This design comes from an exercise in tuning for small area on the open sky130 flow, not from production work.
In this exercise RTL edits were held to simulation tests only and were not proved equivalent to the original.

Setup of sierra:
==> flow/design.v (excerpt) <==
module Mesh(
  input         clock,
  input  [7:0]  io_in_a_0_0,
  input  [7:0]  io_in_a_1_0,
  input  [7:0]  io_in_a_2_0,
  input  [7:0]  io_in_a_3_0,
  input  [7:0]  io_in_d_0_0,
  input  [7:0]  io_in_d_1_0,
  input  [7:0]  io_in_d_2_0,
  input  [7:0]  io_in_d_3_0,
  input  [15:0] io_in_b_0_0,
  input  [15:0] io_in_b_1_0,
  input  [15:0] io_in_b_2_0,
  input  [15:0] io_in_b_3_0,
  input         io_in_control_0_0_propagate,
  input         io_in_control_1_0_propagate,
  input         io_in_control_2_0_propagate,
  input         io_in_control_3_0_propagate,
  output [15:0] io_out_c_0_0,
  output [15:0] io_out_c_1_0,
  output [15:0] io_out_c_2_0,
  output [15:0] io_out_c_3_0
);
Size in the first run: about 4500 cells after synthesis, about 200 I/O pins, roughly 55000 µm² of cells after synthesis.
==> flow/config.mk <==
export PLATFORM = sky130hd
export DESIGN_NAME = Mesh
export DESIGN_NICKNAME = Mesh
export VERILOG_FILES = /design/flow/design.v
export SDC_FILE = /design/flow/constraint.sdc
export NUM_CORES = 4
export LEC_CHECK = 0
export CAP_MARGIN = 20
export CORE_MARGIN = 2
export CORE_UTILIZATION = 65
export GPL_TIMING_DRIVEN = 0
export PLACE_DENSITY = 0.8
export SLEW_MARGIN = 20
export SYNTH_HIERARCHICAL = 1
==> flow/constraint.sdc <==
create_clock -name core_clock -period 5.2 [get_ports {clock}]
set_input_delay 1.0400 -clock core_clock [delete_from_list [all_inputs] [get_ports {clock}]]
set_output_delay 1.0400 -clock core_clock [all_outputs]
set_load 0.01 [all_outputs]
standard.sh (not shown) runs the stock make flow with config.mk's settings and CLKGATE_MAP_FILE= SYNTH_SCRIPT=/design/flow/synth_recipe.tcl, a recipe that flattens the netlist after the stock synthesis.
==> flow/flow/run.sh <==
#!/bin/bash
# Layout with the standard flow (standard synthesis unchanged), with two
# changes: the port buffers are the smallest buffer cell, and clock tree
# synthesis inserts no dummy load cells.
set -euo pipefail
CTS="-sink_clustering_enable -repair_clock_nets -sink_clustering_size 16 -sink_clustering_max_diameter 70 -buf_list sky130_fd_sc_hd__clkbuf_8 -dont_use_dummy_load"
bash standard.sh \
  "BUFFER_PORTS_ARGS=-buffer_cell sky130_fd_sc_hd__buf_1" \
  "CTS_ARGS=$CTS" \
  finish > flow.log 2>&1
The final layout from sierra, which completed every stage, passed the timing, design-rule and antenna checks at the end of the flow.
Modified inputs, nickel compared to sierra
diff --git a/flow/flow/run.sh b/flow/flow/run.sh
--- a/flow/flow/run.sh
+++ b/flow/flow/run.sh
@@ -6 +6 @@
-CTS="-sink_clustering_enable -repair_clock_nets -sink_clustering_size 16 -sink_clustering_max_diameter 70 -buf_list sky130_fd_sc_hd__clkbuf_8 -dont_use_dummy_load"
+CTS="-sink_clustering_enable -repair_clock_nets -sink_clustering_size 20 -sink_clustering_max_diameter 60 -buf_list sky130_fd_sc_hd__clkbuf_8 -dont_use_dummy_load"
On final area, sierra tracks nickel almost exactly.
Summary of nickel over sierra: largest clock skew in the final design now sits higher; least setup slack across all paths after layout moved down; via count moved down.
For amber, these inputs were changed with respect to nickel:
# nickel
export LEC_CHECK = 0
export CAP_MARGIN = 20
export CORE_MARGIN = 2
export CORE_UTILIZATION = 65
export GPL_TIMING_DRIVEN = 0
export PLACE_DENSITY = 0.8
export SLEW_MARGIN = 20
export SYNTH_HIERARCHICAL = 1
create_clock -name core_clock -period 5.2 [get_ports {clock}]
# amber
export LEC_CHECK = 0
export CAP_MARGIN = 20
export CORE_MARGIN = 2
export CORE_UTILIZATION = 55
export GPL_TIMING_DRIVEN = 0
export PLACE_DENSITY = 0.7
export SLEW_MARGIN = 20
export SYNTH_HIERARCHICAL = 1
create_clock -name core_clock -period 5.2 [get_ports {clock}]
diff --git a/flow/flow/run.sh b/flow/flow/run.sh
--- a/flow/flow/run.sh
+++ b/flow/flow/run.sh
@@ -6 +6 @@
-CTS="-sink_clustering_enable -repair_clock_nets -sink_clustering_size 20 -sink_clustering_max_diameter 60 -buf_list sky130_fd_sc_hd__clkbuf_8 -dont_use_dummy_load"
+CTS="-sink_clustering_enable -repair_clock_nets -sink_clustering_size 16 -sink_clustering_max_diameter 70 -buf_list sky130_fd_sc_hd__clkbuf_8 -dont_use_dummy_load"
Notes after the runs:
- Setup slack in amber is larger than in nickel.
- When amber is measured against nickel, its fraction of area in multi-input gates turns out 0.35 points lower.
- amber against nickel: count of non-CTS buffers in the layout saw a decrease; number of nets in the finished design saw little to no change; number of standard cells after synthesis saw little to no change; post-CTS clock slew at the launch and capture registers of the worst setup and hold paths saw little to no change.

-- what the ideal ports hide --
The results above use ideal ports. As a check the final layouts listed here were re-extracted and re-timed, cells and wires unchanged. Step 1 (the two cells are an assumption about what drives the block):
set clk [get_ports {clock}]
set_driving_cell -lib_cell sky130_fd_sc_hd__clkbuf_16 $clk
set_driving_cell -lib_cell sky130_fd_sc_hd__buf_2 [delete_from_list [all_inputs] $clk]
Step 2 moves the port delays by t, midway between the first and last clock arrival at a register: inputs arrive t later, outputs are due t later. That takes back most of the time a late clock gives input paths. a / b / c = ideal / step 1 / step 2; a / b = the first two.
run | shift t [ns] | setup WS [ns] | worst setup path after step 2 | clock arrival spread, ns | worst data-port slew with drivers (ns)
sierra | 0.748 | 0.222 / 0.222 / 0.222 | register to register | 0.097 / 0.098 | 0.04
nickel | 0.762 | 0.162 / 0.162 / 0.162 | register to register | 0.101 / 0.101 | 0.04
amber | 0.781 | 0.211 / 0.211 / 0.211 | register to register | 0.082 / 0.082 | 0.05
After both steps every run listed still meets setup and hold.
